Context: an optimization exercise on an open-source flow, tuned for small area. The choices shown serve that exercise and are no tape-out recipe.
No run shown here included a check of the RTL's function; only the layout flow was run.

`flow/design.v`:
```
module quad_chk (
        input  [15:0] x_in,
        input  [15:0] y_in,
        input         neg,
        output [15:0] x_out,
        output [15:0] y_out
    );
    assign x_out = neg ? (~x_in + 16'd1) : x_in;
    assign y_out = neg ? (~y_in + 16'd1) : y_in;
endmodule
module ip_upscale #(parameter W = 22) (
        input  [W-1:0] a,
        input  [W-1:0] b,
        input          ci,
        output [W-1:0] s
    );
    wire [W:0] c;
    assign c[0] = ci;
    genvar j;
    generate
        for (j = 0; j < W; j = j + 1) begin : bitj
            assign s[j]   = a[j] ^ b[j] ^ c[j];
            assign c[j+1] = (a[j] & b[j]) | (c[j] & (a[j] ^ b[j]));
        end
    endgenerate
endmodule
module micro_rot_gen (
        input         clk,
        input  [13:0] r0,
        input  [15:1] am,
        input  [15:1] dir_in,
        output [15:1] dirs
    );
    localparam [4*14-1:0] WR = {4'd4,4'd4,4'd4,4'd5,4'd6,4'd7,4'd8,4'd9,4'd10,4'd11,4'd12,4'd13,4'd14,4'd14};
    localparam [16*14-1:0] AT = {16'h0001,16'h0002,16'h0005,16'h000A,16'h0014,16'h0028,16'h0051,
                                 16'h00A2,16'h0145,16'h028B,16'h0511,16'h09FB,16'h12E4,16'h2000};
    wire [15:1] asign;
    reg [13:0] rr0;
    always @(posedge clk) rr0 <= r0;
    wire [14*14-1:0] rv;
    assign rv[13:0] = rr0;
    assign asign[1] = rr0[13];
    genvar i;
    generate
        for (i = 1; i < 14; i = i + 1) begin : res
            localparam WI = WR[4*(i-1) +: 4];
            localparam WO = WR[4*i +: 4];
            wire [WO-1:0] rn;
            rot_block_last_stage #(.WI(WI), .WO(WO), .ATAN(AT[16*i +: 16])) st (
                .r_in(rv[14*(i-1) +: WI]), .r_out(rn)
            );
            reg [WO-1:0] rr;
            always @(posedge clk) rr <= {am[i] ? rn[WO-1] : rv[14*(i-1)+WI-1], rn[WO-2:0]};
            assign rv[14*i +: 14] = {{(14-WO){1'b0}}, rr};
            assign asign[i+1] = rr[WO-1];
        end
    endgenerate
    reg s14;
    always @(posedge clk) s14 <= asign[14];
    assign asign[15] = s14;
    assign dirs = asign ^ (~am & dir_in);
endmodule
module rot_block_first_stage (
        input  [15:0] x_in,
        input  [15:0] y_in,
        input         dir,
        output [15:0] x_out,
        output [15:0] y_out
    );
    ip_upscale #(.W(16)) ax (.a(x_in), .b(y_in ^ {16{dir}}),  .ci(dir),  .s(x_out));
    ip_upscale #(.W(16)) ay (.a(y_in), .b(x_in ^ {16{~dir}}), .ci(~dir), .s(y_out));
endmodule
module rot_block #(
        parameter W  = 22,
        parameter SH = 1,
        parameter LO = 0
    ) (
        input  [W-1:0] x_in,
        input  [W-1:0] y_in,
        input          dir,
        output [W-1:0] x_out,
        output [W-1:0] y_out
    );
    wire [W-1:0] ysh = {{SH{y_in[W-1]}}, y_in[W-1:SH]};
    wire [W-1:0] xsh = {{SH{x_in[W-1]}}, x_in[W-1:SH]};
    wire [W-1:LO] xa, ya;
    ip_upscale #(.W(W-LO)) ax (.a(x_in[W-1:LO]), .b(ysh[W-1:LO] ^ {(W-LO){dir}}),  .ci(dir),  .s(xa));
    ip_upscale #(.W(W-LO)) ay (.a(y_in[W-1:LO]), .b(xsh[W-1:LO] ^ {(W-LO){~dir}}), .ci(~dir), .s(ya));
    generate
        if (LO > 0) begin : pad
            assign x_out = {xa, {LO{1'b0}}};
            assign y_out = {ya, {LO{1'b0}}};
        end else begin : nopad
            assign x_out = xa;
            assign y_out = ya;
        end
    endgenerate
endmodule
module rot_block_last_stage #(
        parameter WI = 14,
        parameter WO = 14,
        parameter [15:0] ATAN = 16'h0
    ) (
        input  [WI-1:0] r_in,
        output [WO-1:0] r_out
    );
    wire [WO-1:0] ri = r_in[WO-1:0];
    wire [WO-1:0] at = ATAN[WO-1:0];
    assign r_out = r_in[WI-1] ? ri + at : ri - at;
endmodule
module output_scale (
        input  [21:0] x_in,
        input  [21:0] y_in,
        output [15:0] x_out,
        output [15:0] y_out
    );
    wire x_w2 = x_in[1] ^ x_in[4] ^ x_in[5];
    wire x_w1 = (x_in[1] & x_in[4]) | (x_in[5] & (x_in[1] ^ x_in[4]));
    wire x_w4 = x_in[7] ^ x_in[8] ^ x_in[10];
    wire x_w3 = (x_in[7] & x_in[8]) | (x_in[10] & (x_in[7] ^ x_in[8]));
    wire x_w6 = x_in[11] ^ x_in[12] ^ x_in[14];
    wire x_w5 = (x_in[11] & x_in[12]) | (x_in[14] & (x_in[11] ^ x_in[12]));
    wire x_w7 = (x_w2 & x_w4) | (x_w6 & (x_w2 ^ x_w4));
    wire x_w9 = x_in[2] ^ x_in[5] ^ x_in[6];
    wire x_w8 = (x_in[2] & x_in[5]) | (x_in[6] & (x_in[2] ^ x_in[5]));
    wire x_w11 = x_in[8] ^ x_in[9] ^ x_in[11];
    wire x_w10 = (x_in[8] & x_in[9]) | (x_in[11] & (x_in[8] ^ x_in[9]));
    wire x_w13 = x_in[12] ^ x_in[13] ^ x_in[15];
    wire x_w12 = (x_in[12] & x_in[13]) | (x_in[15] & (x_in[12] ^ x_in[13]));
    wire x_w15 = x_w1 ^ x_w3 ^ x_w5;
    wire x_w14 = (x_w1 & x_w3) | (x_w5 & (x_w1 ^ x_w3));
    wire x_w17 = x_w7 ^ x_w9 ^ x_w11;
    wire x_w16 = (x_w7 & x_w9) | (x_w11 & (x_w7 ^ x_w9));
    wire x_w18 = (x_w13 & x_w15) | (x_w17 & (x_w13 ^ x_w15));
    wire x_w20 = x_in[3] ^ x_in[6] ^ x_in[7];
    wire x_w19 = (x_in[3] & x_in[6]) | (x_in[7] & (x_in[3] ^ x_in[6]));
    wire x_w22 = x_in[9] ^ x_in[10] ^ x_in[12];
    wire x_w21 = (x_in[9] & x_in[10]) | (x_in[12] & (x_in[9] ^ x_in[10]));
    wire x_w24 = x_in[13] ^ x_in[14] ^ x_in[16];
    wire x_w23 = (x_in[13] & x_in[14]) | (x_in[16] & (x_in[13] ^ x_in[14]));
    wire x_w26 = x_w8 ^ x_w10 ^ x_w12;
    wire x_w25 = (x_w8 & x_w10) | (x_w12 & (x_w8 ^ x_w10));
    wire x_w28 = x_w14 ^ x_w16 ^ x_w18;
    wire x_w27 = (x_w14 & x_w16) | (x_w18 & (x_w14 ^ x_w16));
    wire x_w30 = x_w20 ^ x_w22 ^ x_w24;
    wire x_w29 = (x_w20 & x_w22) | (x_w24 & (x_w20 ^ x_w22));
    wire x_w31 = (x_w26 & x_w28) | (x_w30 & (x_w26 ^ x_w28));
    wire x_w33 = x_in[4] ^ x_in[7] ^ x_in[8];
    wire x_w32 = (x_in[4] & x_in[7]) | (x_in[8] & (x_in[4] ^ x_in[7]));
    wire x_w35 = x_in[10] ^ x_in[11] ^ x_in[13];
    wire x_w34 = (x_in[10] & x_in[11]) | (x_in[13] & (x_in[10] ^ x_in[11]));
    wire x_w37 = x_in[14] ^ x_in[15] ^ x_in[17];
    wire x_w36 = (x_in[14] & x_in[15]) | (x_in[17] & (x_in[14] ^ x_in[15]));
    wire x_w39 = x_w19 ^ x_w21 ^ x_w23;
    wire x_w38 = (x_w19 & x_w21) | (x_w23 & (x_w19 ^ x_w21));
    wire x_w41 = x_w25 ^ x_w27 ^ x_w29;
    wire x_w40 = (x_w25 & x_w27) | (x_w29 & (x_w25 ^ x_w27));
    wire x_w43 = x_w31 ^ x_w33 ^ x_w35;
    wire x_w42 = (x_w31 & x_w33) | (x_w35 & (x_w31 ^ x_w33));
    wire x_w45 = x_w37 ^ x_w39 ^ x_w41;
    wire x_w44 = (x_w37 & x_w39) | (x_w41 & (x_w37 ^ x_w39));
    wire x_w46 = x_w43 & x_w45;
    wire x_w48 = x_in[5] ^ x_in[8] ^ x_in[9];
    wire x_w47 = (x_in[5] & x_in[8]) | (x_in[9] & (x_in[5] ^ x_in[8]));
    wire x_w50 = x_in[11] ^ x_in[12] ^ x_in[14];
    wire x_w49 = (x_in[11] & x_in[12]) | (x_in[14] & (x_in[11] ^ x_in[12]));
    wire x_w52 = x_in[15] ^ x_in[16] ^ x_in[18];
    wire x_w51 = (x_in[15] & x_in[16]) | (x_in[18] & (x_in[15] ^ x_in[16]));
    wire x_w54 = x_w32 ^ x_w34 ^ x_w36;
    wire x_w53 = (x_w32 & x_w34) | (x_w36 & (x_w32 ^ x_w34));
    wire x_w56 = x_w38 ^ x_w40 ^ x_w42;
    wire x_w55 = (x_w38 & x_w40) | (x_w42 & (x_w38 ^ x_w40));
    wire x_w58 = x_w44 ^ x_w46 ^ x_w48;
    wire x_w57 = (x_w44 & x_w46) | (x_w48 & (x_w44 ^ x_w46));
    wire x_w60 = x_w50 ^ x_w52 ^ x_w54;
    wire x_w59 = (x_w50 & x_w52) | (x_w54 & (x_w50 ^ x_w52));
    wire x_w61 = (x_w56 & x_w58) | (x_w60 & (x_w56 ^ x_w58));
    wire x_w63 = x_in[6] ^ x_in[9] ^ x_in[10];
    wire x_w62 = (x_in[6] & x_in[9]) | (x_in[10] & (x_in[6] ^ x_in[9]));
    wire x_w65 = x_in[12] ^ x_in[13] ^ x_in[15];
    wire x_w64 = (x_in[12] & x_in[13]) | (x_in[15] & (x_in[12] ^ x_in[13]));
    wire x_w67 = x_in[16] ^ x_in[17] ^ x_in[19];
    wire x_w66 = (x_in[16] & x_in[17]) | (x_in[19] & (x_in[16] ^ x_in[17]));
    wire x_w69 = x_w47 ^ x_w49 ^ x_w51;
    wire x_w68 = (x_w47 & x_w49) | (x_w51 & (x_w47 ^ x_w49));
    wire x_w71 = x_w53 ^ x_w55 ^ x_w57;
    wire x_w70 = (x_w53 & x_w55) | (x_w57 & (x_w53 ^ x_w55));
    wire x_w73 = x_w59 ^ x_w61 ^ x_w63;
    wire x_w72 = (x_w59 & x_w61) | (x_w63 & (x_w59 ^ x_w61));
    wire x_w75 = x_w65 ^ x_w67 ^ x_w69;
    wire x_w74 = (x_w65 & x_w67) | (x_w69 & (x_w65 ^ x_w67));
    wire x_w76 = (x_w71 & x_w73) | (x_w75 & (x_w71 ^ x_w73));
    wire x_w78 = x_in[7] ^ x_in[10] ^ x_in[11];
    wire x_w77 = (x_in[7] & x_in[10]) | (x_in[11] & (x_in[7] ^ x_in[10]));
    wire x_w80 = x_in[13] ^ x_in[14] ^ x_in[16];
    wire x_w79 = (x_in[13] & x_in[14]) | (x_in[16] & (x_in[13] ^ x_in[14]));
    wire x_w82 = x_in[17] ^ x_in[18] ^ x_in[20];
    wire x_w81 = (x_in[17] & x_in[18]) | (x_in[20] & (x_in[17] ^ x_in[18]));
    wire x_w84 = x_w62 ^ x_w64 ^ x_w66;
    wire x_w83 = (x_w62 & x_w64) | (x_w66 & (x_w62 ^ x_w64));
    wire x_w86 = x_w68 ^ x_w70 ^ x_w72;
    wire x_w85 = (x_w68 & x_w70) | (x_w72 & (x_w68 ^ x_w70));
    wire x_w88 = x_w74 ^ x_w76 ^ x_w78;
    wire x_w87 = (x_w74 & x_w76) | (x_w78 & (x_w74 ^ x_w76));
    wire x_w90 = x_w80 ^ x_w82 ^ x_w84;
    wire x_w89 = (x_w80 & x_w82) | (x_w84 & (x_w80 ^ x_w82));
    wire x_w92 = x_w86 ^ x_w88 ^ x_w90;
    wire x_w91 = (x_w86 & x_w88) | (x_w90 & (x_w86 ^ x_w88));
    wire x_w93 = ~(x_in[8] ^ x_in[11]);
    wire x_w94 = x_in[8] | x_in[11];
    wire x_w96 = x_in[12] ^ x_in[14] ^ x_in[15];
    wire x_w95 = (x_in[12] & x_in[14]) | (x_in[15] & (x_in[12] ^ x_in[14]));
    wire x_w98 = x_in[17] ^ x_in[18] ^ x_in[19];
    wire x_w97 = (x_in[17] & x_in[18]) | (x_in[19] & (x_in[17] ^ x_in[18]));
    wire x_w100 = ~x_in[21] ^ x_w77 ^ x_w79;
    wire x_w99 = (~x_in[21] & x_w77) | (x_w79 & (~x_in[21] ^ x_w77));
    wire x_w102 = x_w81 ^ x_w83 ^ x_w85;
    wire x_w101 = (x_w81 & x_w83) | (x_w85 & (x_w81 ^ x_w83));
    wire x_w104 = x_w87 ^ x_w89 ^ x_w91;
    wire x_w103 = (x_w87 & x_w89) | (x_w91 & (x_w87 ^ x_w89));
    wire x_w106 = x_w93 ^ x_w96 ^ x_w98;
    wire x_w105 = (x_w93 & x_w96) | (x_w98 & (x_w93 ^ x_w96));
    wire x_w108 = x_w100 ^ x_w102 ^ x_w104;
    wire x_w107 = (x_w100 & x_w102) | (x_w104 & (x_w100 ^ x_w102));
    wire x_w110 = x_w106 ^ x_w108;
    wire x_w109 = x_w106 & x_w108;
    wire x_w111 = ~(x_in[9] ^ x_in[12]);
    wire x_w112 = x_in[9] | x_in[12];
    wire x_w114 = x_in[13] ^ x_in[15] ^ x_in[16];
    wire x_w113 = (x_in[13] & x_in[15]) | (x_in[16] & (x_in[13] ^ x_in[15]));
    wire x_w116 = x_in[18] ^ x_in[19] ^ x_in[20];
    wire x_w115 = (x_in[18] & x_in[19]) | (x_in[20] & (x_in[18] ^ x_in[19]));
    wire x_w118 = x_w94 ^ x_w95 ^ x_w97;
    wire x_w117 = (x_w94 & x_w95) | (x_w97 & (x_w94 ^ x_w95));
    wire x_w120 = x_w99 ^ x_w101 ^ x_w103;
    wire x_w119 = (x_w99 & x_w101) | (x_w103 & (x_w99 ^ x_w101));
    wire x_w122 = x_w105 ^ x_w107 ^ x_w109;
    wire x_w121 = (x_w105 & x_w107) | (x_w109 & (x_w105 ^ x_w107));
    wire x_w124 = x_w111 ^ x_w114 ^ x_w116;
    wire x_w123 = (x_w111 & x_w114) | (x_w116 & (x_w111 ^ x_w114));
    wire x_w126 = x_w118 ^ x_w120 ^ x_w122;
    wire x_w125 = (x_w118 & x_w120) | (x_w122 & (x_w118 ^ x_w120));
    wire x_w128 = x_w124 ^ x_w126;
    wire x_w127 = x_w124 & x_w126;
    wire x_w130 = x_in[10] ^ x_in[13] ^ x_in[14];
    wire x_w129 = (x_in[10] & x_in[13]) | (x_in[14] & (x_in[10] ^ x_in[13]));
    wire x_w132 = x_in[16] ^ x_in[17] ^ x_in[19];
    wire x_w131 = (x_in[16] & x_in[17]) | (x_in[19] & (x_in[16] ^ x_in[17]));
    wire x_w134 = x_in[20] ^ ~x_in[21] ^ x_w112;
    wire x_w133 = (x_in[20] & ~x_in[21]) | (x_w112 & (x_in[20] ^ ~x_in[21]));
    wire x_w136 = x_w113 ^ x_w115 ^ x_w117;
    wire x_w135 = (x_w113 & x_w115) | (x_w117 & (x_w113 ^ x_w115));
    wire x_w138 = x_w119 ^ x_w121 ^ x_w123;
    wire x_w137 = (x_w119 & x_w121) | (x_w123 & (x_w119 ^ x_w121));
    wire x_w140 = x_w125 ^ x_w127 ^ x_w130;
    wire x_w139 = (x_w125 & x_w127) | (x_w130 & (x_w125 ^ x_w127));
    wire x_w142 = x_w132 ^ x_w134 ^ x_w136;
    wire x_w141 = (x_w132 & x_w134) | (x_w136 & (x_w132 ^ x_w134));
    wire x_w144 = x_w138 ^ x_w140 ^ x_w142;
    wire x_w143 = (x_w138 & x_w140) | (x_w142 & (x_w138 ^ x_w140));
    wire x_w146 = x_in[11] ^ x_in[14] ^ x_in[15];
    wire x_w145 = (x_in[11] & x_in[14]) | (x_in[15] & (x_in[11] ^ x_in[14]));
    wire x_w148 = x_in[17] ^ x_in[18] ^ x_in[20];
    wire x_w147 = (x_in[17] & x_in[18]) | (x_in[20] & (x_in[17] ^ x_in[18]));
    wire x_w150 = ~x_in[21] ^ x_w129 ^ x_w131;
    wire x_w149 = (~x_in[21] & x_w129) | (x_w131 & (~x_in[21] ^ x_w129));
    wire x_w152 = x_w133 ^ x_w135 ^ x_w137;
    wire x_w151 = (x_w133 & x_w135) | (x_w137 & (x_w133 ^ x_w135));
    wire x_w154 = x_w139 ^ x_w141 ^ x_w143;
    wire x_w153 = (x_w139 & x_w141) | (x_w143 & (x_w139 ^ x_w141));
    wire x_w156 = x_w146 ^ x_w148 ^ x_w150;
    wire x_w155 = (x_w146 & x_w148) | (x_w150 & (x_w146 ^ x_w148));
    wire x_w158 = x_w152 ^ x_w154 ^ x_w156;
    wire x_w157 = (x_w152 & x_w154) | (x_w156 & (x_w152 ^ x_w154));
    wire x_w160 = x_in[12] ^ x_in[15] ^ x_in[16];
    wire x_w159 = (x_in[12] & x_in[15]) | (x_in[16] & (x_in[12] ^ x_in[15]));
    wire x_w162 = x_in[18] ^ x_in[19] ^ ~x_in[21];
    wire x_w161 = (x_in[18] & x_in[19]) | (~x_in[21] & (x_in[18] ^ x_in[19]));
    wire x_w164 = x_w145 ^ x_w147 ^ x_w149;
    wire x_w163 = (x_w145 & x_w147) | (x_w149 & (x_w145 ^ x_w147));
    wire x_w166 = x_w151 ^ x_w153 ^ x_w155;
    wire x_w165 = (x_w151 & x_w153) | (x_w155 & (x_w151 ^ x_w153));
    wire x_w168 = x_w157 ^ x_w160 ^ x_w162;
    wire x_w167 = (x_w157 & x_w160) | (x_w162 & (x_w157 ^ x_w160));
    wire x_w170 = x_w164 ^ x_w166 ^ x_w168;
    wire x_w169 = (x_w164 & x_w166) | (x_w168 & (x_w164 ^ x_w166));
    wire x_w171 = ~(x_in[13] ^ x_in[16]);
    wire x_w172 = x_in[13] | x_in[16];
    wire x_w174 = x_in[17] ^ x_in[19] ^ x_in[20];
    wire x_w173 = (x_in[17] & x_in[19]) | (x_in[20] & (x_in[17] ^ x_in[19]));
    wire x_w176 = x_w159 ^ x_w161 ^ x_w163;
    wire x_w175 = (x_w159 & x_w161) | (x_w163 & (x_w159 ^ x_w161));
    wire x_w178 = x_w165 ^ x_w167 ^ x_w169;
    wire x_w177 = (x_w165 & x_w167) | (x_w169 & (x_w165 ^ x_w167));
    wire x_w180 = x_w171 ^ x_w174 ^ x_w176;
    wire x_w179 = (x_w171 & x_w174) | (x_w176 & (x_w171 ^ x_w174));
    wire x_w182 = x_w178 ^ x_w180;
    wire x_w181 = x_w178 & x_w180;
    wire x_w184 = x_in[14] ^ x_in[17] ^ x_in[18];
    wire x_w183 = (x_in[14] & x_in[17]) | (x_in[18] & (x_in[14] ^ x_in[17]));
    wire x_w186 = x_in[20] ^ ~x_in[21] ^ x_w172;
    wire x_w185 = (x_in[20] & ~x_in[21]) | (x_w172 & (x_in[20] ^ ~x_in[21]));
    wire x_w188 = x_w173 ^ x_w175 ^ x_w177;
    wire x_w187 = (x_w173 & x_w175) | (x_w177 & (x_w173 ^ x_w175));
    wire x_w190 = x_w179 ^ x_w181 ^ x_w184;
    wire x_w189 = (x_w179 & x_w181) | (x_w184 & (x_w179 ^ x_w181));
    wire x_w192 = x_w186 ^ x_w188 ^ x_w190;
    wire x_w191 = (x_w186 & x_w188) | (x_w190 & (x_w186 ^ x_w188));
    wire x_w194 = x_in[15] ^ x_in[18] ^ x_in[19];
    wire x_w193 = (x_in[15] & x_in[18]) | (x_in[19] & (x_in[15] ^ x_in[18]));
    wire x_w196 = ~x_in[21] ^ x_w183 ^ x_w185;
    wire x_w195 = (~x_in[21] & x_w183) | (x_w185 & (~x_in[21] ^ x_w183));
    wire x_w198 = x_w187 ^ x_w189 ^ x_w191;
    wire x_w197 = (x_w187 & x_w189) | (x_w191 & (x_w187 ^ x_w189));
    wire x_w200 = x_w194 ^ x_w196 ^ x_w198;
    wire x_w199 = (x_w194 & x_w196) | (x_w198 & (x_w194 ^ x_w196));
    wire x_w201 = ~(x_in[16] ^ x_in[19]);
    wire x_w202 = x_in[16] | x_in[19];
    wire x_w204 = x_in[20] ^ x_w193 ^ x_w195;
    wire x_w203 = (x_in[20] & x_w193) | (x_w195 & (x_in[20] ^ x_w193));
    wire x_w206 = x_w197 ^ x_w199 ^ x_w201;
    wire x_w205 = (x_w197 & x_w199) | (x_w201 & (x_w197 ^ x_w199));
    wire x_w208 = x_w204 ^ x_w206;
    wire x_w207 = x_w204 & x_w206;
    wire x_w210 = x_in[17] ^ x_in[20] ^ ~x_in[21];
    wire x_w209 = (x_in[17] & x_in[20]) | (~x_in[21] & (x_in[17] ^ x_in[20]));
    wire x_w212 = x_w202 ^ x_w203 ^ x_w205;
    wire x_w211 = (x_w202 & x_w203) | (x_w205 & (x_w202 ^ x_w203));
    wire x_w214 = x_w207 ^ x_w210 ^ x_w212;
    wire x_w213 = (x_w207 & x_w210) | (x_w212 & (x_w207 ^ x_w210));
    wire x_w216 = x_in[18] ^ ~x_in[21] ^ x_w209;
    wire x_w215 = (x_in[18] & ~x_in[21]) | (x_w209 & (x_in[18] ^ ~x_in[21]));
    wire x_w218 = x_w211 ^ x_w213 ^ x_w216;
    wire x_w217 = (x_w211 & x_w213) | (x_w216 & (x_w211 ^ x_w213));
    wire x_w219 = ~(x_in[19] ^ x_w215);
    wire x_w220 = x_in[19] | x_w215;
    wire x_w222 = x_w217 ^ x_w219;
    wire x_w221 = x_w217 & x_w219;
    wire x_w223 = ~(x_in[20] ^ x_w220);
    wire x_w224 = x_in[20] | x_w220;
    wire x_w226 = x_w221 ^ x_w223;
    wire x_w225 = x_w221 & x_w223;
    wire x_w228 = ~x_in[21] ^ x_w224 ^ x_w225;
    wire x_w227 = (~x_in[21] & x_w224) | (x_w225 & (~x_in[21] ^ x_w224));
    wire x_w229 = ~x_w227;
    wire y_w231 = y_in[1] ^ y_in[4] ^ y_in[5];
    wire y_w230 = (y_in[1] & y_in[4]) | (y_in[5] & (y_in[1] ^ y_in[4]));
    wire y_w233 = y_in[7] ^ y_in[8] ^ y_in[10];
    wire y_w232 = (y_in[7] & y_in[8]) | (y_in[10] & (y_in[7] ^ y_in[8]));
    wire y_w235 = y_in[11] ^ y_in[12] ^ y_in[14];
    wire y_w234 = (y_in[11] & y_in[12]) | (y_in[14] & (y_in[11] ^ y_in[12]));
    wire y_w236 = (y_w231 & y_w233) | (y_w235 & (y_w231 ^ y_w233));
    wire y_w238 = y_in[2] ^ y_in[5] ^ y_in[6];
    wire y_w237 = (y_in[2] & y_in[5]) | (y_in[6] & (y_in[2] ^ y_in[5]));
    wire y_w240 = y_in[8] ^ y_in[9] ^ y_in[11];
    wire y_w239 = (y_in[8] & y_in[9]) | (y_in[11] & (y_in[8] ^ y_in[9]));
    wire y_w242 = y_in[12] ^ y_in[13] ^ y_in[15];
    wire y_w241 = (y_in[12] & y_in[13]) | (y_in[15] & (y_in[12] ^ y_in[13]));
    wire y_w244 = y_w230 ^ y_w232 ^ y_w234;
    wire y_w243 = (y_w230 & y_w232) | (y_w234 & (y_w230 ^ y_w232));
    wire y_w246 = y_w236 ^ y_w238 ^ y_w240;
    wire y_w245 = (y_w236 & y_w238) | (y_w240 & (y_w236 ^ y_w238));
    wire y_w247 = (y_w242 & y_w244) | (y_w246 & (y_w242 ^ y_w244));
    wire y_w249 = y_in[3] ^ y_in[6] ^ y_in[7];
    wire y_w248 = (y_in[3] & y_in[6]) | (y_in[7] & (y_in[3] ^ y_in[6]));
    wire y_w251 = y_in[9] ^ y_in[10] ^ y_in[12];
    wire y_w250 = (y_in[9] & y_in[10]) | (y_in[12] & (y_in[9] ^ y_in[10]));
    wire y_w253 = y_in[13] ^ y_in[14] ^ y_in[16];
    wire y_w252 = (y_in[13] & y_in[14]) | (y_in[16] & (y_in[13] ^ y_in[14]));
    wire y_w255 = y_w237 ^ y_w239 ^ y_w241;
    wire y_w254 = (y_w237 & y_w239) | (y_w241 & (y_w237 ^ y_w239));
    wire y_w257 = y_w243 ^ y_w245 ^ y_w247;
    wire y_w256 = (y_w243 & y_w245) | (y_w247 & (y_w243 ^ y_w245));
    wire y_w259 = y_w249 ^ y_w251 ^ y_w253;
    wire y_w258 = (y_w249 & y_w251) | (y_w253 & (y_w249 ^ y_w251));
    wire y_w260 = (y_w255 & y_w257) | (y_w259 & (y_w255 ^ y_w257));
    wire y_w262 = y_in[4] ^ y_in[7] ^ y_in[8];
    wire y_w261 = (y_in[4] & y_in[7]) | (y_in[8] & (y_in[4] ^ y_in[7]));
    wire y_w264 = y_in[10] ^ y_in[11] ^ y_in[13];
    wire y_w263 = (y_in[10] & y_in[11]) | (y_in[13] & (y_in[10] ^ y_in[11]));
    wire y_w266 = y_in[14] ^ y_in[15] ^ y_in[17];
    wire y_w265 = (y_in[14] & y_in[15]) | (y_in[17] & (y_in[14] ^ y_in[15]));
    wire y_w268 = y_w248 ^ y_w250 ^ y_w252;
    wire y_w267 = (y_w248 & y_w250) | (y_w252 & (y_w248 ^ y_w250));
    wire y_w270 = y_w254 ^ y_w256 ^ y_w258;
    wire y_w269 = (y_w254 & y_w256) | (y_w258 & (y_w254 ^ y_w256));
    wire y_w272 = y_w260 ^ y_w262 ^ y_w264;
    wire y_w271 = (y_w260 & y_w262) | (y_w264 & (y_w260 ^ y_w262));
    wire y_w274 = y_w266 ^ y_w268 ^ y_w270;
    wire y_w273 = (y_w266 & y_w268) | (y_w270 & (y_w266 ^ y_w268));
    wire y_w275 = y_w272 & y_w274;
    wire y_w277 = y_in[5] ^ y_in[8] ^ y_in[9];
    wire y_w276 = (y_in[5] & y_in[8]) | (y_in[9] & (y_in[5] ^ y_in[8]));
    wire y_w279 = y_in[11] ^ y_in[12] ^ y_in[14];
    wire y_w278 = (y_in[11] & y_in[12]) | (y_in[14] & (y_in[11] ^ y_in[12]));
    wire y_w281 = y_in[15] ^ y_in[16] ^ y_in[18];
    wire y_w280 = (y_in[15] & y_in[16]) | (y_in[18] & (y_in[15] ^ y_in[16]));
    wire y_w283 = y_w261 ^ y_w263 ^ y_w265;
    wire y_w282 = (y_w261 & y_w263) | (y_w265 & (y_w261 ^ y_w263));
    wire y_w285 = y_w267 ^ y_w269 ^ y_w271;
    wire y_w284 = (y_w267 & y_w269) | (y_w271 & (y_w267 ^ y_w269));
    wire y_w287 = y_w273 ^ y_w275 ^ y_w277;
    wire y_w286 = (y_w273 & y_w275) | (y_w277 & (y_w273 ^ y_w275));
    wire y_w289 = y_w279 ^ y_w281 ^ y_w283;
    wire y_w288 = (y_w279 & y_w281) | (y_w283 & (y_w279 ^ y_w281));
    wire y_w290 = (y_w285 & y_w287) | (y_w289 & (y_w285 ^ y_w287));
    wire y_w292 = y_in[6] ^ y_in[9] ^ y_in[10];
    wire y_w291 = (y_in[6] & y_in[9]) | (y_in[10] & (y_in[6] ^ y_in[9]));
    wire y_w294 = y_in[12] ^ y_in[13] ^ y_in[15];
    wire y_w293 = (y_in[12] & y_in[13]) | (y_in[15] & (y_in[12] ^ y_in[13]));
    wire y_w296 = y_in[16] ^ y_in[17] ^ y_in[19];
    wire y_w295 = (y_in[16] & y_in[17]) | (y_in[19] & (y_in[16] ^ y_in[17]));
    wire y_w298 = y_w276 ^ y_w278 ^ y_w280;
    wire y_w297 = (y_w276 & y_w278) | (y_w280 & (y_w276 ^ y_w278));
    wire y_w300 = y_w282 ^ y_w284 ^ y_w286;
    wire y_w299 = (y_w282 & y_w284) | (y_w286 & (y_w282 ^ y_w284));
    wire y_w302 = y_w288 ^ y_w290 ^ y_w292;
    wire y_w301 = (y_w288 & y_w290) | (y_w292 & (y_w288 ^ y_w290));
    wire y_w304 = y_w294 ^ y_w296 ^ y_w298;
    wire y_w303 = (y_w294 & y_w296) | (y_w298 & (y_w294 ^ y_w296));
    wire y_w305 = (y_w300 & y_w302) | (y_w304 & (y_w300 ^ y_w302));
    wire y_w307 = y_in[7] ^ y_in[10] ^ y_in[11];
    wire y_w306 = (y_in[7] & y_in[10]) | (y_in[11] & (y_in[7] ^ y_in[10]));
    wire y_w309 = y_in[13] ^ y_in[14] ^ y_in[16];
    wire y_w308 = (y_in[13] & y_in[14]) | (y_in[16] & (y_in[13] ^ y_in[14]));
    wire y_w311 = y_in[17] ^ y_in[18] ^ y_in[20];
    wire y_w310 = (y_in[17] & y_in[18]) | (y_in[20] & (y_in[17] ^ y_in[18]));
    wire y_w313 = y_w291 ^ y_w293 ^ y_w295;
    wire y_w312 = (y_w291 & y_w293) | (y_w295 & (y_w291 ^ y_w293));
    wire y_w315 = y_w297 ^ y_w299 ^ y_w301;
    wire y_w314 = (y_w297 & y_w299) | (y_w301 & (y_w297 ^ y_w299));
    wire y_w317 = y_w303 ^ y_w305 ^ y_w307;
    wire y_w316 = (y_w303 & y_w305) | (y_w307 & (y_w303 ^ y_w305));
    wire y_w319 = y_w309 ^ y_w311 ^ y_w313;
    wire y_w318 = (y_w309 & y_w311) | (y_w313 & (y_w309 ^ y_w311));
    wire y_w321 = y_w315 ^ y_w317 ^ y_w319;
    wire y_w320 = (y_w315 & y_w317) | (y_w319 & (y_w315 ^ y_w317));
    wire y_w322 = ~(y_in[8] ^ y_in[11]);
    wire y_w323 = y_in[8] | y_in[11];
    wire y_w325 = y_in[12] ^ y_in[14] ^ y_in[15];
    wire y_w324 = (y_in[12] & y_in[14]) | (y_in[15] & (y_in[12] ^ y_in[14]));
    wire y_w327 = y_in[17] ^ y_in[18] ^ y_in[19];
    wire y_w326 = (y_in[17] & y_in[18]) | (y_in[19] & (y_in[17] ^ y_in[18]));
    wire y_w329 = ~y_in[21] ^ y_w306 ^ y_w308;
    wire y_w328 = (~y_in[21] & y_w306) | (y_w308 & (~y_in[21] ^ y_w306));
    wire y_w331 = y_w310 ^ y_w312 ^ y_w314;
    wire y_w330 = (y_w310 & y_w312) | (y_w314 & (y_w310 ^ y_w312));
    wire y_w333 = y_w316 ^ y_w318 ^ y_w320;
    wire y_w332 = (y_w316 & y_w318) | (y_w320 & (y_w316 ^ y_w318));
    wire y_w335 = y_w322 ^ y_w325 ^ y_w327;
    wire y_w334 = (y_w322 & y_w325) | (y_w327 & (y_w322 ^ y_w325));
    wire y_w337 = y_w329 ^ y_w331 ^ y_w333;
    wire y_w336 = (y_w329 & y_w331) | (y_w333 & (y_w329 ^ y_w331));
    wire y_w339 = y_w335 ^ y_w337;
    wire y_w338 = y_w335 & y_w337;
    wire y_w340 = ~(y_in[9] ^ y_in[12]);
    wire y_w341 = y_in[9] | y_in[12];
    wire y_w343 = y_in[13] ^ y_in[15] ^ y_in[16];
    wire y_w342 = (y_in[13] & y_in[15]) | (y_in[16] & (y_in[13] ^ y_in[15]));
    wire y_w345 = y_in[18] ^ y_in[19] ^ y_in[20];
    wire y_w344 = (y_in[18] & y_in[19]) | (y_in[20] & (y_in[18] ^ y_in[19]));
    wire y_w347 = y_w323 ^ y_w324 ^ y_w326;
    wire y_w346 = (y_w323 & y_w324) | (y_w326 & (y_w323 ^ y_w324));
    wire y_w349 = y_w328 ^ y_w330 ^ y_w332;
    wire y_w348 = (y_w328 & y_w330) | (y_w332 & (y_w328 ^ y_w330));
    wire y_w351 = y_w334 ^ y_w336 ^ y_w338;
    wire y_w350 = (y_w334 & y_w336) | (y_w338 & (y_w334 ^ y_w336));
    wire y_w353 = y_w340 ^ y_w343 ^ y_w345;
    wire y_w352 = (y_w340 & y_w343) | (y_w345 & (y_w340 ^ y_w343));
    wire y_w355 = y_w347 ^ y_w349 ^ y_w351;
    wire y_w354 = (y_w347 & y_w349) | (y_w351 & (y_w347 ^ y_w349));
    wire y_w357 = y_w353 ^ y_w355;
    wire y_w356 = y_w353 & y_w355;
    wire y_w359 = y_in[10] ^ y_in[13] ^ y_in[14];
    wire y_w358 = (y_in[10] & y_in[13]) | (y_in[14] & (y_in[10] ^ y_in[13]));
    wire y_w361 = y_in[16] ^ y_in[17] ^ y_in[19];
    wire y_w360 = (y_in[16] & y_in[17]) | (y_in[19] & (y_in[16] ^ y_in[17]));
    wire y_w363 = y_in[20] ^ ~y_in[21] ^ y_w341;
    wire y_w362 = (y_in[20] & ~y_in[21]) | (y_w341 & (y_in[20] ^ ~y_in[21]));
    wire y_w365 = y_w342 ^ y_w344 ^ y_w346;
    wire y_w364 = (y_w342 & y_w344) | (y_w346 & (y_w342 ^ y_w344));
    wire y_w367 = y_w348 ^ y_w350 ^ y_w352;
    wire y_w366 = (y_w348 & y_w350) | (y_w352 & (y_w348 ^ y_w350));
    wire y_w369 = y_w354 ^ y_w356 ^ y_w359;
    wire y_w368 = (y_w354 & y_w356) | (y_w359 & (y_w354 ^ y_w356));
    wire y_w371 = y_w361 ^ y_w363 ^ y_w365;
    wire y_w370 = (y_w361 & y_w363) | (y_w365 & (y_w361 ^ y_w363));
    wire y_w373 = y_w367 ^ y_w369 ^ y_w371;
    wire y_w372 = (y_w367 & y_w369) | (y_w371 & (y_w367 ^ y_w369));
    wire y_w375 = y_in[11] ^ y_in[14] ^ y_in[15];
    wire y_w374 = (y_in[11] & y_in[14]) | (y_in[15] & (y_in[11] ^ y_in[14]));
    wire y_w377 = y_in[17] ^ y_in[18] ^ y_in[20];
    wire y_w376 = (y_in[17] & y_in[18]) | (y_in[20] & (y_in[17] ^ y_in[18]));
    wire y_w379 = ~y_in[21] ^ y_w358 ^ y_w360;
    wire y_w378 = (~y_in[21] & y_w358) | (y_w360 & (~y_in[21] ^ y_w358));
    wire y_w381 = y_w362 ^ y_w364 ^ y_w366;
    wire y_w380 = (y_w362 & y_w364) | (y_w366 & (y_w362 ^ y_w364));
    wire y_w383 = y_w368 ^ y_w370 ^ y_w372;
    wire y_w382 = (y_w368 & y_w370) | (y_w372 & (y_w368 ^ y_w370));
    wire y_w385 = y_w375 ^ y_w377 ^ y_w379;
    wire y_w384 = (y_w375 & y_w377) | (y_w379 & (y_w375 ^ y_w377));
    wire y_w387 = y_w381 ^ y_w383 ^ y_w385;
    wire y_w386 = (y_w381 & y_w383) | (y_w385 & (y_w381 ^ y_w383));
    wire y_w389 = y_in[12] ^ y_in[15] ^ y_in[16];
    wire y_w388 = (y_in[12] & y_in[15]) | (y_in[16] & (y_in[12] ^ y_in[15]));
    wire y_w391 = y_in[18] ^ y_in[19] ^ ~y_in[21];
    wire y_w390 = (y_in[18] & y_in[19]) | (~y_in[21] & (y_in[18] ^ y_in[19]));
    wire y_w393 = y_w374 ^ y_w376 ^ y_w378;
    wire y_w392 = (y_w374 & y_w376) | (y_w378 & (y_w374 ^ y_w376));
    wire y_w395 = y_w380 ^ y_w382 ^ y_w384;
    wire y_w394 = (y_w380 & y_w382) | (y_w384 & (y_w380 ^ y_w382));
    wire y_w397 = y_w386 ^ y_w389 ^ y_w391;
    wire y_w396 = (y_w386 & y_w389) | (y_w391 & (y_w386 ^ y_w389));
    wire y_w399 = y_w393 ^ y_w395 ^ y_w397;
    wire y_w398 = (y_w393 & y_w395) | (y_w397 & (y_w393 ^ y_w395));
    wire y_w400 = ~(y_in[13] ^ y_in[16]);
    wire y_w401 = y_in[13] | y_in[16];
    wire y_w403 = y_in[17] ^ y_in[19] ^ y_in[20];
    wire y_w402 = (y_in[17] & y_in[19]) | (y_in[20] & (y_in[17] ^ y_in[19]));
    wire y_w405 = y_w388 ^ y_w390 ^ y_w392;
    wire y_w404 = (y_w388 & y_w390) | (y_w392 & (y_w388 ^ y_w390));
    wire y_w407 = y_w394 ^ y_w396 ^ y_w398;
    wire y_w406 = (y_w394 & y_w396) | (y_w398 & (y_w394 ^ y_w396));
    wire y_w409 = y_w400 ^ y_w403 ^ y_w405;
    wire y_w408 = (y_w400 & y_w403) | (y_w405 & (y_w400 ^ y_w403));
    wire y_w411 = y_w407 ^ y_w409;
    wire y_w410 = y_w407 & y_w409;
    wire y_w413 = y_in[14] ^ y_in[17] ^ y_in[18];
    wire y_w412 = (y_in[14] & y_in[17]) | (y_in[18] & (y_in[14] ^ y_in[17]));
    wire y_w415 = y_in[20] ^ ~y_in[21] ^ y_w401;
    wire y_w414 = (y_in[20] & ~y_in[21]) | (y_w401 & (y_in[20] ^ ~y_in[21]));
    wire y_w417 = y_w402 ^ y_w404 ^ y_w406;
    wire y_w416 = (y_w402 & y_w404) | (y_w406 & (y_w402 ^ y_w404));
    wire y_w419 = y_w408 ^ y_w410 ^ y_w413;
    wire y_w418 = (y_w408 & y_w410) | (y_w413 & (y_w408 ^ y_w410));
    wire y_w421 = y_w415 ^ y_w417 ^ y_w419;
    wire y_w420 = (y_w415 & y_w417) | (y_w419 & (y_w415 ^ y_w417));
    wire y_w423 = y_in[15] ^ y_in[18] ^ y_in[19];
    wire y_w422 = (y_in[15] & y_in[18]) | (y_in[19] & (y_in[15] ^ y_in[18]));
    wire y_w425 = ~y_in[21] ^ y_w412 ^ y_w414;
    wire y_w424 = (~y_in[21] & y_w412) | (y_w414 & (~y_in[21] ^ y_w412));
    wire y_w427 = y_w416 ^ y_w418 ^ y_w420;
    wire y_w426 = (y_w416 & y_w418) | (y_w420 & (y_w416 ^ y_w418));
    wire y_w429 = y_w423 ^ y_w425 ^ y_w427;
    wire y_w428 = (y_w423 & y_w425) | (y_w427 & (y_w423 ^ y_w425));
    wire y_w430 = ~(y_in[16] ^ y_in[19]);
    wire y_w431 = y_in[16] | y_in[19];
    wire y_w433 = y_in[20] ^ y_w422 ^ y_w424;
    wire y_w432 = (y_in[20] & y_w422) | (y_w424 & (y_in[20] ^ y_w422));
    wire y_w435 = y_w426 ^ y_w428 ^ y_w430;
    wire y_w434 = (y_w426 & y_w428) | (y_w430 & (y_w426 ^ y_w428));
    wire y_w437 = y_w433 ^ y_w435;
    wire y_w436 = y_w433 & y_w435;
    wire y_w439 = y_in[17] ^ y_in[20] ^ ~y_in[21];
    wire y_w438 = (y_in[17] & y_in[20]) | (~y_in[21] & (y_in[17] ^ y_in[20]));
    wire y_w441 = y_w431 ^ y_w432 ^ y_w434;
    wire y_w440 = (y_w431 & y_w432) | (y_w434 & (y_w431 ^ y_w432));
    wire y_w443 = y_w436 ^ y_w439 ^ y_w441;
    wire y_w442 = (y_w436 & y_w439) | (y_w441 & (y_w436 ^ y_w439));
    wire y_w445 = y_in[18] ^ ~y_in[21] ^ y_w438;
    wire y_w444 = (y_in[18] & ~y_in[21]) | (y_w438 & (y_in[18] ^ ~y_in[21]));
    wire y_w447 = y_w440 ^ y_w442 ^ y_w445;
    wire y_w446 = (y_w440 & y_w442) | (y_w445 & (y_w440 ^ y_w442));
    wire y_w448 = ~(y_in[19] ^ y_w444);
    wire y_w449 = y_in[19] | y_w444;
    wire y_w451 = y_w446 ^ y_w448;
    wire y_w450 = y_w446 & y_w448;
    wire y_w452 = ~(y_in[20] ^ y_w449);
    wire y_w453 = y_in[20] | y_w449;
    wire y_w455 = y_w450 ^ y_w452;
    wire y_w454 = y_w450 & y_w452;
    wire y_w457 = ~y_in[21] ^ y_w453 ^ y_w454;
    wire y_w456 = (~y_in[21] & y_w453) | (y_w454 & (~y_in[21] ^ y_w453));
    wire y_w458 = ~y_w456;
    assign x_out = {x_w229, x_w228, x_w226, x_w222, x_w218, x_w214, x_w208, x_w200, x_w192, x_w182, x_w170, x_w158, x_w144, x_w128, x_w110, x_w92};
    assign y_out = {y_w458, y_w457, y_w455, y_w451, y_w447, y_w443, y_w437, y_w429, y_w421, y_w411, y_w399, y_w387, y_w373, y_w357, y_w339, y_w321};
endmodule
module op_downscale (
        input             clk,
        input             nreset,
        input             en,
        input      [15:0] x_in,
        input      [15:0] y_in,
        output reg [15:0] x_out,
        output reg [15:0] y_out
    );
    always @(posedge clk or negedge nreset) begin
        if (~nreset) begin
            x_out <= 16'd0;
            y_out <= 16'd0;
        end else if (en) begin
            x_out <= x_in;
            y_out <= y_in;
        end
    end
endmodule
module CORDIC_Rotation_top #(
        parameter DATA_WIDTH = 16,
        parameter CORDIC_WIDTH = 22,
        parameter ANGLE_WIDTH = 16,
        parameter CORDIC_STAGES = 16
    ) (
        input clk,
        input nreset,
        input enable_in,
        input angle_microRot_n,
        input signed [DATA_WIDTH-1:0] x_in,
        input signed [DATA_WIDTH-1:0] y_in,
        input signed [ANGLE_WIDTH-1:0] angle_in,
        input [CORDIC_STAGES-1:0] microRot_dir_in,
        input microRot_vld,
        input [1:0] quad_in,
        output signed [DATA_WIDTH-1:0] x_out,
        output signed [DATA_WIDTH-1:0] y_out,
        output output_valid_o,
        output rot_active_o
    );
    localparam W = 22;
    wire [1:0] quad = angle_microRot_n ? angle_in[15:14] : {quad_in[1], quad_in[1] ^ quad_in[0]};
    wire       neg  = quad[1] ^ quad[0];
    wire       dir0 = angle_microRot_n ? angle_in[14] : (microRot_dir_in[0] ^ quad[0]);
    wire [15:0] xq, yq;
    quad_chk qc (.x_in(x_in), .y_in(y_in), .neg(neg), .x_out(xq), .y_out(yq));
    wire [15:0] x1, y1;
    rot_block_first_stage s0 (.x_in(xq), .y_in(yq), .dir(dir0), .x_out(x1), .y_out(y1));
    wire [13:0] r0 = {angle_microRot_n ? ~angle_in[13] : quad[0], angle_in[12:0]};
    reg [16:1] v;
    reg        v17, v18;
    always @(posedge clk or negedge nreset) begin
        if (~nreset) begin
            v   <= 16'd0;
            v17 <= 1'b0;
            v18 <= 1'b0;
        end else begin
            v   <= {v[15:1], enable_in};
            v17 <= v[16];
            v18 <= v17;
        end
    end
    assign rot_active_o   = v[1];
    assign output_valid_o = v18;
    reg [15:1] am;
    always @(posedge clk) am <= {am[14:1], angle_microRot_n};
    wire [W*17-1:0] xs, ys;
    wire [15:0] dirs;
    assign dirs[0] = dir0;
    micro_rot_gen mrg (
        .clk(clk), .r0(r0), .am(am), .dir_in(microRot_dir_in[15:1]), .dirs(dirs[15:1])
    );
    reg [15:0] x1r, y1r;
    always @(posedge clk) begin
        x1r <= ~x1;
        y1r <= ~y1;
    end
    assign xs[W*1 +: W] = {~x1r, 6'd0};
    assign ys[W*1 +: W] = {~y1r, 6'd0};
    genvar k;
    generate
        for (k = 1; k < 16; k = k + 1) begin : stg
            localparam LI = (k == 1) ? 6 : (k == 2) ? 5 : (k == 3) ? 3 : 0;    
            localparam LO = (LI > k) ? LI - k : 0;                                
            wire [W-1:0] xi = xs[W*k +: W];
            wire [W-1:0] yi = ys[W*k +: W];
            wire [W-1:0] xn, yn;
            rot_block #(.W(W), .SH(k), .LO(LO)) rb (
                .x_in(xi), .y_in(yi), .dir(dirs[k]), .x_out(xn), .y_out(yn)
            );
            reg [W-1:LO] xr, yr;
            always @(posedge clk) begin
                xr <= ~xn[W-1:LO];
                yr <= ~yn[W-1:LO];
            end
            if (LO > 0) begin : pad
                assign xs[W*(k+1) +: W] = {~xr, {LO{1'b0}}};
                assign ys[W*(k+1) +: W] = {~yr, {LO{1'b0}}};
            end else begin : nopad
                assign xs[W*(k+1) +: W] = ~xr;
                assign ys[W*(k+1) +: W] = ~yr;
            end
        end
    endgenerate
    wire [15:0] xo, yo;
    output_scale sc (.x_in(xs[W*16 +: W]), .y_in(ys[W*16 +: W]), .x_out(xo), .y_out(yo));
    op_downscale od (.clk(clk), .nreset(nreset), .en(v[16]), .x_in(xo), .y_in(yo), .x_out(x_out), .y_out(y_out));
endmodule
```
`flow/run.sh`:
```
#!/bin/bash
# synth_recipe.tcl (not shown) runs the flow's synth.tcl, then flattens the netlist and writes it again
# the make line also repeats each setting of config.mk as NAME=value (left out here)
make -C /OpenROAD-flow-scripts/flow DESIGN_CONFIG=/design/flow/config.mk WORK_HOME=/design/flow/orfs CLKGATE_MAP_FILE= SYNTH_SCRIPT=/design/flow/synth_recipe.tcl finish
```
`flow/config.mk`:
```
export PLATFORM = sky130hd
export DESIGN_NAME = CORDIC_Rotation_top
export DESIGN_NICKNAME = CORDIC_Rotation_top
export VERILOG_FILES = /design/flow/design.v
export SDC_FILE = /design/flow/constraint.sdc
export NUM_CORES = 4
export LEC_CHECK = 0
export CAP_MARGIN = 20
export CORE_MARGIN = 2
export CORE_UTILIZATION = 60
export CTS_BUF_LIST = sky130_fd_sc_hd__clkbuf_8
export CTS_CLUSTER_DIAMETER = 80
export CTS_CLUSTER_SIZE = 20
export PLACE_DENSITY = 0.75
export SLEW_MARGIN = 20
```
`flow/constraint.sdc`:
```
create_clock -name core_clock -period 10.0 [get_ports {clk}]
set_input_delay 2.0000 -clock core_clock [delete_from_list [all_inputs] [get_ports {clk}]]
set_output_delay 2.0000 -clock core_clock [all_outputs]
set_load 0.01 [all_outputs]
```
==> out/results.md, run 1 <==
| Group | Item | This run |
| --- | --- | --- |
| run status | Result of the run | finished with violations |
| run status | Layout check failures | setup timing |
| setup path | Kind of start point of the critical path | flop |
| sta | Worst relative slew slack | 0.263 |
| clocking | Master cell of the clock root buffer | sky130_fd_sc_hd__clkbuf_8 |
| clocking | TritonCTS clock tree | done |
| detailed routing | Wirelength, routed | 78.4 mm |
| detailed routing | Length of the first detailed-routing pass in iterations | 24 |
| global route | Global-route track usage on met3 | 0.0300 |
| worst hold path | Hold Crit Start | mrg.res[9].rr[0]$_DFF_P_ |
| synthesis | Nets in the synthesized netlist | 4223 |
| synthesis | Ys flop type | sky130_fd_sc_hd__dfxtp_1 |
| sta | Final cycle utilization of the critical path | 1.59 |
| sta | Setup ws final | -5.86 ns |
| synthesis | Async set-reset flop share out of synthesis | 0.0585 |
| setup path | Cell with the biggest individual delay on the critical path | sky130_fd_sc_hd__fa_1 |
| global route | Via count of the first global-routing pass | 25400 |
| setup path | Crit path DAT | 16.49 ns |
| floorplan | Overall die area | 0.0762 mm2 |
| synthesis | Yosys top cell by area | sky130_fd_sc_hd__fa_1 |
| detailed routing | Total number of vias | 21800 |
| layout | Net count of the finished layout | 4478 |
| setup path | R2r worst-path depth | 59 |
| global route | Met2 layer usage reported by global route | 0.415 |
| synthesis | Yosys warning count | 3 |
| layout | Core utilization of the finished layout | 0.687 |
| global route | GRT Residual Overflow | 0 |
| layout | Layout overhead on the synthesized area | 13.0% |
| detailed routing | Number of nets still failing antenna checks after routing | 0 |
| global route | Busiest layer in global routing | met2 |
| global route | Number of antenna violations at the first check in global routing | 3 |
| synthesis | Post-Syn Instances | 3228 |
| synthesis | Number of flip-flops and latches in the synthesized netlist | 854 |
| clocking | Clock buffers created by TritonCTS | 52 |
| setup path | Largest fanout on the critical path | 1 |
| synthesis | Mapped cell area | 0.0444 mm2 |
| floorplan | Placement Rows | 99 |
| worst hold path | Instance count along the most critical hold path | 0 |
| worst hold path | Min-delay worst type | flop to flop |
| setup path | Category of the critical setup timing path | flop to flop |
| sta | Count of final max-slew check failures | 0 |
| setup path | Data required time of the critical path | 10.63 ns |
| placement | Last weighted congestion value of the routability-driven placer | 0.884 |
| sta | Count of endpoints failing hold in the final timing report | 0 |
| clocking | Clock input transition at the sequential cells of the worst setup and hold paths | 0.11 ns |
| synthesis | Number of distinct library cell variants in the gate-level netlist after synthesis | 51 |
| placement | Worst slack after detailed placement | -6.03 ns |
| global route | Total GRT Usage | 0.215 |
| floorplan | Core area | 0.0731 mm2 |
| detailed routing | Mean routed wirelength per cell | 17.6 um |
| sta | Final min period | 15.86 ns |
| floorplan | Horiz. Die Dim | 276 um |
| setup path | Startpoint of the lowest-slack register-to-register path | stg[15].xr[1]$_DFF_P_ |
| setup path | Setup crit end kind | flop |
| sta | Setup violations, final | 24 |
| clocking | H-Tree Depth | 2 |
| synthesis | Synth area leaders | sky130_fd_sc_hd__fa_1 (36%), sky130_fd_sc_hd__dfxtp_1 (36%), sky130_fd_sc_hd__xnor2_1 (6.7%), sky130_fd_sc_hd__xor2_1 (4.7%), sky130_fd_sc_hd__inv_1 (3.5%) |
| setup path | Most Frequent Cell on Critical Path | sky130_fd_sc_hd__fa_1 |
| synthesis | Commonest cells post-synth | sky130_fd_sc_hd__fa_1 (806), sky130_fd_sc_hd__dfxtp_1 (804), sky130_fd_sc_hd__inv_1 (419) |
| floorplan | Die height | 276 um |
| detailed routing | Number of violations reported at the end of detailed-routing iteration 0 | 716 |
| flow run | Number of maximum-capacitance violations | 0 |
| synthesis | Area share of the leading cell type in the synthesized netlist | 0.363 |
| floorplan | I/O pins | 105 |
| synthesis | Sequential-to-total area share from yosys stat | 0.391 |
| clocking | Num Clock Sinks | 854 |
| placement | DP HPWL | 67.6 mm |
| global route | Pin count of the biggest net entering global routing | 37 |
| sta | Unrepaired setup endpoints after global routing | yes |
| floorplan | Starting utilization of the core area | 0.608 |
| setup path | Worst setup startpoint | stg[15].xr[1]$_DFF_P_ |
| synthesis | Most common cell in the synthesized netlist | sky130_fd_sc_hd__fa_1 |
| global route | M1 GR Usage | 0.251 |
| synthesis | Avg Inst Size Synth | 13.8 um2 |
| detailed routing | Via-per-instance ratio | 4.89 |
| clocking | Maximum clock path buffer count | 3 |
| setup path | Largest incremental delay on the critical path | 0.54 ns |
| sta | Setup clock skew after layout | 0.0286 ns |
| layout | Layout cells sized above 1 | 0.226 |
| sta | Achievable clock frequency | 63.1 MHz |
| placement | IO Port Bufs | 103 |
| global route | Global-route wire length before repair | 129 mm |
| detailed routing | Post-detailed-route DRC marker count | 0 |
| sta | Least-Margin Pin Slew | 1.09 ns |
| clocking | Skew-Pair Late Insertion Delay | 0.70 ns |
| synthesis | EDFF count, synth | 0 |
[placed cells by master, fill, tap and decap left out, types with 8 or more instances in the layout]
master / synthesis / final
sky130_fd_sc_hd__a21oi_1: 65 / 56
sky130_fd_sc_hd__xor2_2: 0 / 8
sky130_fd_sc_hd__inv_2: 1 / 32
sky130_fd_sc_hd__a21o_1: 33 / 33
sky130_fd_sc_hd__dfrtp_1: 50 / 50
sky130_fd_sc_hd__clkbuf_8: 0 / 54
sky130_fd_sc_hd__xnor2_4: 0 / 12
sky130_fd_sc_hd__buf_4: 0 / 134
sky130_fd_sc_hd__mux2i_1: 18 / 17
sky130_fd_sc_hd__nand2b_1: 8 / 8
sky130_fd_sc_hd__xor2_1: 240 / 232
sky130_fd_sc_hd__mux2_2: 36 / 27
sky130_fd_sc_hd__fa_2: 0 / 424
sky130_fd_sc_hd__nor2b_4: 0 / 10
sky130_fd_sc_hd__xnor2_2: 6 / 8
sky130_fd_sc_hd__nor3_1: 23 / 23
sky130_fd_sc_hd__o21a_1: 8 / 8
sky130_fd_sc_hd__inv_1: 419 / 385
sky130_fd_sc_hd__dfxtp_1: 804 / 794
sky130_fd_sc_hd__mux2_4: 0 / 9
sky130_fd_sc_hd__o21ai_0: 22 / 22
sky130_fd_sc_hd__buf_6: 1 / 8
sky130_fd_sc_hd__fa_1: 806 / 382
sky130_fd_sc_hd__nor2_1: 62 / 62
sky130_fd_sc_hd__dfxtp_2: 0 / 10
sky130_fd_sc_hd__nor2b_1: 20 / 8
sky130_fd_sc_hd__xnor2_1: 342 / 328
sky130_fd_sc_hd__ha_1: 118 / 105
sky130_fd_sc_hd__nand2_1: 34 / 34
sky130_fd_sc_hd__clkdlybuf4s50_1: 0 / 99
[metal layers]
metal	wire (um)	up-vias
met5	13	-
met4	1900	2
met3	2660	106
met2	43500	249
met1	30300	11200
li1	-	10200
[flip-flops by register name, indices dropped and copies added, names as in the netlist, 16 cells and up]
signal	cells
stg.yr	321
stg.xr	318
mrg.res.rr	104
v	16
od.x_out	16
od.y_out	16
y1r	16
[cells by family (layout without fill, tap and decap cells)]
kind of cell	count (synthesis)	after routing	share of synthesized area
xor gates and xnor gates	588	588	0.117
adders and majority gates	924	924	0.397
muxes	54	54	0.0132
DFF	854	854	0.391
AOI/OAI and AO/OA	169	169	0.0242
buffers and inverters	465	733	0.0395
other	0	2	0
and+or+nand+nor	174	174	0.0188
[metrics by stage]
stage	std cells	TNS (ns)	hold WS, ns	cell area (um2)
3_5_place_dp	4370	-148.02	0.313	48800
6_report	4457	-94.08	0.324	50200
5_1_grt	4457	-105.84	0.332	50200
2_1_floorplan	3228	-89.39	0.310	45900
4_1_cts	4443	-96.43	0.321	49900
3_3_place_gp	4370	-133.92	0.313	48800
[area by class of cell]
cell class	instances	area, um2
Antenna cell	2	5.00
Clock buffer	54	743
Clock inverter	13	193
Fill cell	5104	22900
Inverter	420	1590
Multi-Input combinational cell	1909	26900
Sequential cell	854	17400
Tap cell	959	1200
Timing Repair Buffer	246	2160
[timing repair]
| action | in CTS | in global routing |
|---|---|---|
| hold buffers | 0 | 0 |
| endpoints found under the setup margin | 43 | 64 |
| pin swaps | 80 | 63 |
| buffers inserted | 6 | 12 |
| gates resized for setup | 37 | 61 |
[final timing paths]
path / end / slack, ns
worst max-delay path: od.x_out[14]$_DFFE_PN0P_ / -5.86
worst min-delay path: mrg.res[10].rr[0]$_DFF_P_ / 0.32
worst max register to register: od.x_out[14]$_DFFE_PN0P_ / -5.86
worst min register to register: mrg.res[10].rr[0]$_DFF_P_ / 0.32
max in group asynchronous: v18$_DFF_PN0_ / 7.99
min in group asynchronous: od.x_out[5]$_DFFE_PN0P_ / 1.18
[critical path, delay by kind of cell (launching register included)]
family                     cells  cell delay, ns
adders and majority gates     37           13.76
DFF                            1            0.34
AOI/OAI and AO/OA              5            0.71
muxes                          1            0.15
buffers and inverters         15            0.77
and+or+nand+nor                1            0.07
==> run 2, diff against run 1 <==
--- a/flow/config.mk
+++ b/flow/config.mk
@@ -10,5 +10,5 @@
 export CORE_UTILIZATION = 60
-export CTS_BUF_LIST = sky130_fd_sc_hd__clkbuf_8
-export CTS_CLUSTER_DIAMETER = 80
-export CTS_CLUSTER_SIZE = 20
+export CTS_BUF_LIST = sky130_fd_sc_hd__clkbuf_16
+export CTS_CLUSTER_DIAMETER = 100
+export CTS_CLUSTER_SIZE = 35
 export PLACE_DENSITY = 0.75
==> out/results.md, run 2 <==
| Group | Item | This run |
| --- | --- | --- |
| layout | Register area | 0.0174 mm2 |
| layout | Area taken by multi-input logic gates | 0.0271 mm2 |
| synthesis | Sequential-to-total area share from yosys stat | 0.391 |
| sta | Achievable clock frequency | 63.0 MHz |
| placement | IO Port Bufs | 103 |
| sta | Setup ws final | -5.89 ns |
| setup path | Largest fanout on the critical path | 1 |
| synthesis | Async set-reset flop share out of synthesis | 0.0585 |
| layout | Non-filler cells, final | 4456 |
| clocking | Skew-Pair Late Insertion Delay | 0.60 ns |
| detailed routing | Number of violations reported at the end of detailed-routing iteration 0 | 813 |
| layout | Registers with the most flip-flops | stg.yr x321, stg.xr x318, mrg.res.rr x104 |
| setup path | Kind of start point of the critical path | flop |
| setup path | Cell with the biggest individual delay on the critical path | sky130_fd_sc_hd__fa_1 |
| synthesis | Nets in the synthesized netlist | 4223 |
| synthesis | Ys flop type | sky130_fd_sc_hd__dfxtp_1 |
| detailed routing | Number of nets still failing antenna checks after routing | 0 |
| setup path | FF-to-FF setup slack | -5.89 ns |
| layout | Net count of the finished layout | 4472 |
| layout | Flip-flop count of the largest register, all copies and words added | 321 |
| synthesis | Yosys warning count | 3 |
| sta | Least-Margin Pin Slew | 1.07 ns |
| synthesis | Avg Inst Size Synth | 13.8 um2 |
| detailed routing | Wirelength, routed | 79.9 mm |
| global route | Pin count of the biggest net entering global routing | 37 |
| layout | Layout overhead on the synthesized area | 14.3% |
| global route | GRT Residual Overflow | 0 |
| clocking | Num Clock Sinks | 854 |
| synthesis | Commonest cells post-synth | sky130_fd_sc_hd__fa_1 (806), sky130_fd_sc_hd__dfxtp_1 (804), sky130_fd_sc_hd__inv_1 (419) |
| detailed routing | Post-detailed-route DRC marker count | 0 |
| worst hold path | Min-delay worst type | flop to flop |
| setup path | Crit path DAT | 16.38 ns |
| synthesis | Synth area leaders | sky130_fd_sc_hd__fa_1 (36%), sky130_fd_sc_hd__dfxtp_1 (36%), sky130_fd_sc_hd__xnor2_1 (6.7%), sky130_fd_sc_hd__xor2_1 (4.7%), sky130_fd_sc_hd__inv_1 (3.5%) |
| layout | Commonest non-fill, non-tap cell in the layout | sky130_fd_sc_hd__dfxtp_1 |
| clocking | Clock buffers created by TritonCTS | 35 |
| synthesis | Yosys top cell by area | sky130_fd_sc_hd__fa_1 |
| run status | Layout check failures | setup timing |
| sta | Setup violations, final | 24 |
| floorplan | I/O pins | 105 |
| setup path | R2r worst-path depth | 59 |
| synthesis | Post-Syn Instances | 3228 |
| setup path | Most Frequent Cell on Critical Path | sky130_fd_sc_hd__fa_1 |
| synthesis | EDFF count, synth | 0 |
| layout | Commonest cells after routing, fill and taps aside | sky130_fd_sc_hd__dfxtp_1 (796), sky130_fd_sc_hd__fa_2 (461), sky130_fd_sc_hd__inv_1 (377) |
| setup path | Data required time of the critical path | 10.50 ns |
| global route | Total GRT Usage | 0.218 |
| detailed routing | Total number of vias | 21900 |
| floorplan | Core area | 0.0731 mm2 |
| floorplan | Starting utilization of the core area | 0.608 |
| synthesis | Number of distinct library cell variants in the gate-level netlist after synthesis | 51 |
| clocking | Master cell of the clock root buffer | sky130_fd_sc_hd__clkbuf_16 |
| clocking | Cts hold-fix bufs | 0 |
| floorplan | Overall die area | 0.0762 mm2 |
| floorplan | Horiz. Die Dim | 276 um |
| clocking | Clock input transition at the sequential cells of the worst setup and hold paths | 0.12 ns |
| layout | Fillers | 4963 |
| sta | Worst relative slew slack | 0.273 |
| synthesis | Most common cell in the synthesized netlist | sky130_fd_sc_hd__fa_1 |
| synthesis | Mapped cell area | 0.0444 mm2 |
| global route | Global-route wire length before repair | 131 mm |
| synthesis | Area share of the leading cell type in the synthesized netlist | 0.363 |
| placement | DP HPWL | 67.6 mm |
| floorplan | Die height | 276 um |
| flow run | Number of maximum-capacitance violations | 0 |
| setup path | Largest incremental delay on the critical path | 0.54 ns |
| layout | Largest register by flop count | stg.yr |
| worst hold path | Instance count along the most critical hold path | 0 |
| global route | Via count of the first global-routing pass | 25700 |
| floorplan | Placement Rows | 99 |
| setup path | Setup crit end kind | flop |
| clocking | TritonCTS clock tree | done |
| detailed routing | Mean routed wirelength per cell | 17.9 um |
| sta | Final cycle utilization of the critical path | 1.59 |
| placement | Last weighted congestion value of the routability-driven placer | 0.884 |
| global route | Number of antenna violations at the first check in global routing | 2 |
| layout | Layout cells sized above 1 | 0.240 |
| detailed routing | Length of the first detailed-routing pass in iterations | 24 |
| placement | Placed instance count | 4370 |
| run status | Result of the run | finished with violations |
| sta | Unrepaired setup endpoints after global routing | yes |
| sta | Count of endpoints failing hold in the final timing report | 0 |
| synthesis | Number of flip-flops and latches in the synthesized netlist | 854 |
| sta | Final min period | 15.89 ns |
| clocking | Maximum clock path buffer count | 3 |
| clocking | H-Tree Depth | 2 |
| sta | Count of final max-slew check failures | 0 |
| sta | Setup clock skew after layout | 0.0339 ns |
| setup path | Category of the critical setup timing path | flop to flop |
| layout | Core utilization of the finished layout | 0.695 |
| detailed routing | Via-per-instance ratio | 4.92 |
==> run 2: cell counts after synthesis <==
No cell type changed its count.
==> run 2: layer usage <==
metal  wire [um]  GRT usage  part of all wire  vias up
li1            -          -                 -    10200
met1       31100      0.255              0.39    11300
met2       44400      0.421              0.56      264
met3        2200     0.0250             0.028      109
met4        2250     0.0577             0.028        2
met5          13          0           0.00016        -
==> run 2: final cells by class <==
cell class	count	area share
clock buffer	37	0.0182
timing repair buffer	256	0.0457
antenna	1	0.0000493
tap	959	0.0236
inverter	420	0.0313
clock inverter	19	0.00453
multi-input combinational	1910	0.535
sequential	854	0.342
==> run 2: critical path: cells and delay by family (launching register included) <==
family	cells	cell delay, ns
AO/OA/AOI/OAI	5	0.70
multiplexers	1	0.15
AND/OR/NAND/NOR	1	0.06
flip-flops	1	0.34
buffers and inverters	15	0.77
adder cells (fa/ha/maj)	37	13.75
==> run 2: final timing paths <==
path / from / endpoint
setup / recovery: stg[15].xr[1]$_DFF_P_ / od.x_out[14]$_DFFE_PN0P_
hold / removal: mrg.res[8].rr[0]$_DFF_P_ / mrg.res[9].rr[0]$_DFF_P_
setup reg to reg: stg[15].xr[1]$_DFF_P_ / od.x_out[14]$_DFFE_PN0P_
hold reg to reg: mrg.res[8].rr[0]$_DFF_P_ / mrg.res[9].rr[0]$_DFF_P_
max in group asynchronous: nreset / od.y_out[4]$_DFFE_PN0P_
min in group asynchronous: nreset / od.x_out[5]$_DFFE_PN0P_
==> run 2: timing repair <==
action,CTS,global route
setup endpoints to repair,61,76
pin swaps,79,96
gates resized for setup,71,91
gates cloned,0,1
buffers inserted,13,18
==> run 2: kinds of logic after synthesis <==
group | share of synthesized area
compound gates | 0.0242
xor+xnor | 0.117
fa+ha+maj | 0.397
buf+inv | 0.0395
flops | 0.391
mux | 0.0132
simple gates | 0.0188
==> run 2: per-stage QoR <==
stage                     hold slack (ns)  setup slack [ns]  instance area [um2]  TNS (ns)
final                               0.341             -5.89                50800    -94.21
after global routing                0.349             -6.40                50800   -106.03
after CTS                           0.342             -5.98                50300    -97.32
after detailed placement            0.313             -6.03                48800   -148.02
after global placement              0.313             -5.74                48800   -133.92
after floorplan                     0.310             -5.47                45900    -89.39

## separate check: timing with driven ports
How much do the figures lean on ideal ports? The routed layouts below were timed once more, with nothing changed but the port constraints. Step 1: set_driving_cell puts a clkbuf_16 on clk and a buf_2 on each other input, an assumption about the parent block. Step 2, shift: input delay + t, output delay - t, t = (earliest + latest rising clock arrival at the registers) / 2. This alone moves slack from input paths to output paths. Slacks: no drivers / after step 1 / after step 2; pairs: no drivers / after step 1.
run	shift t [ns]	slack for setup (ns)	worst data-port slew with drivers (ns)
run 1	0.750	-5.860 / -5.860 / -5.860	0.06
run 2	0.659	-5.885 / -5.885 / -5.885	0.07
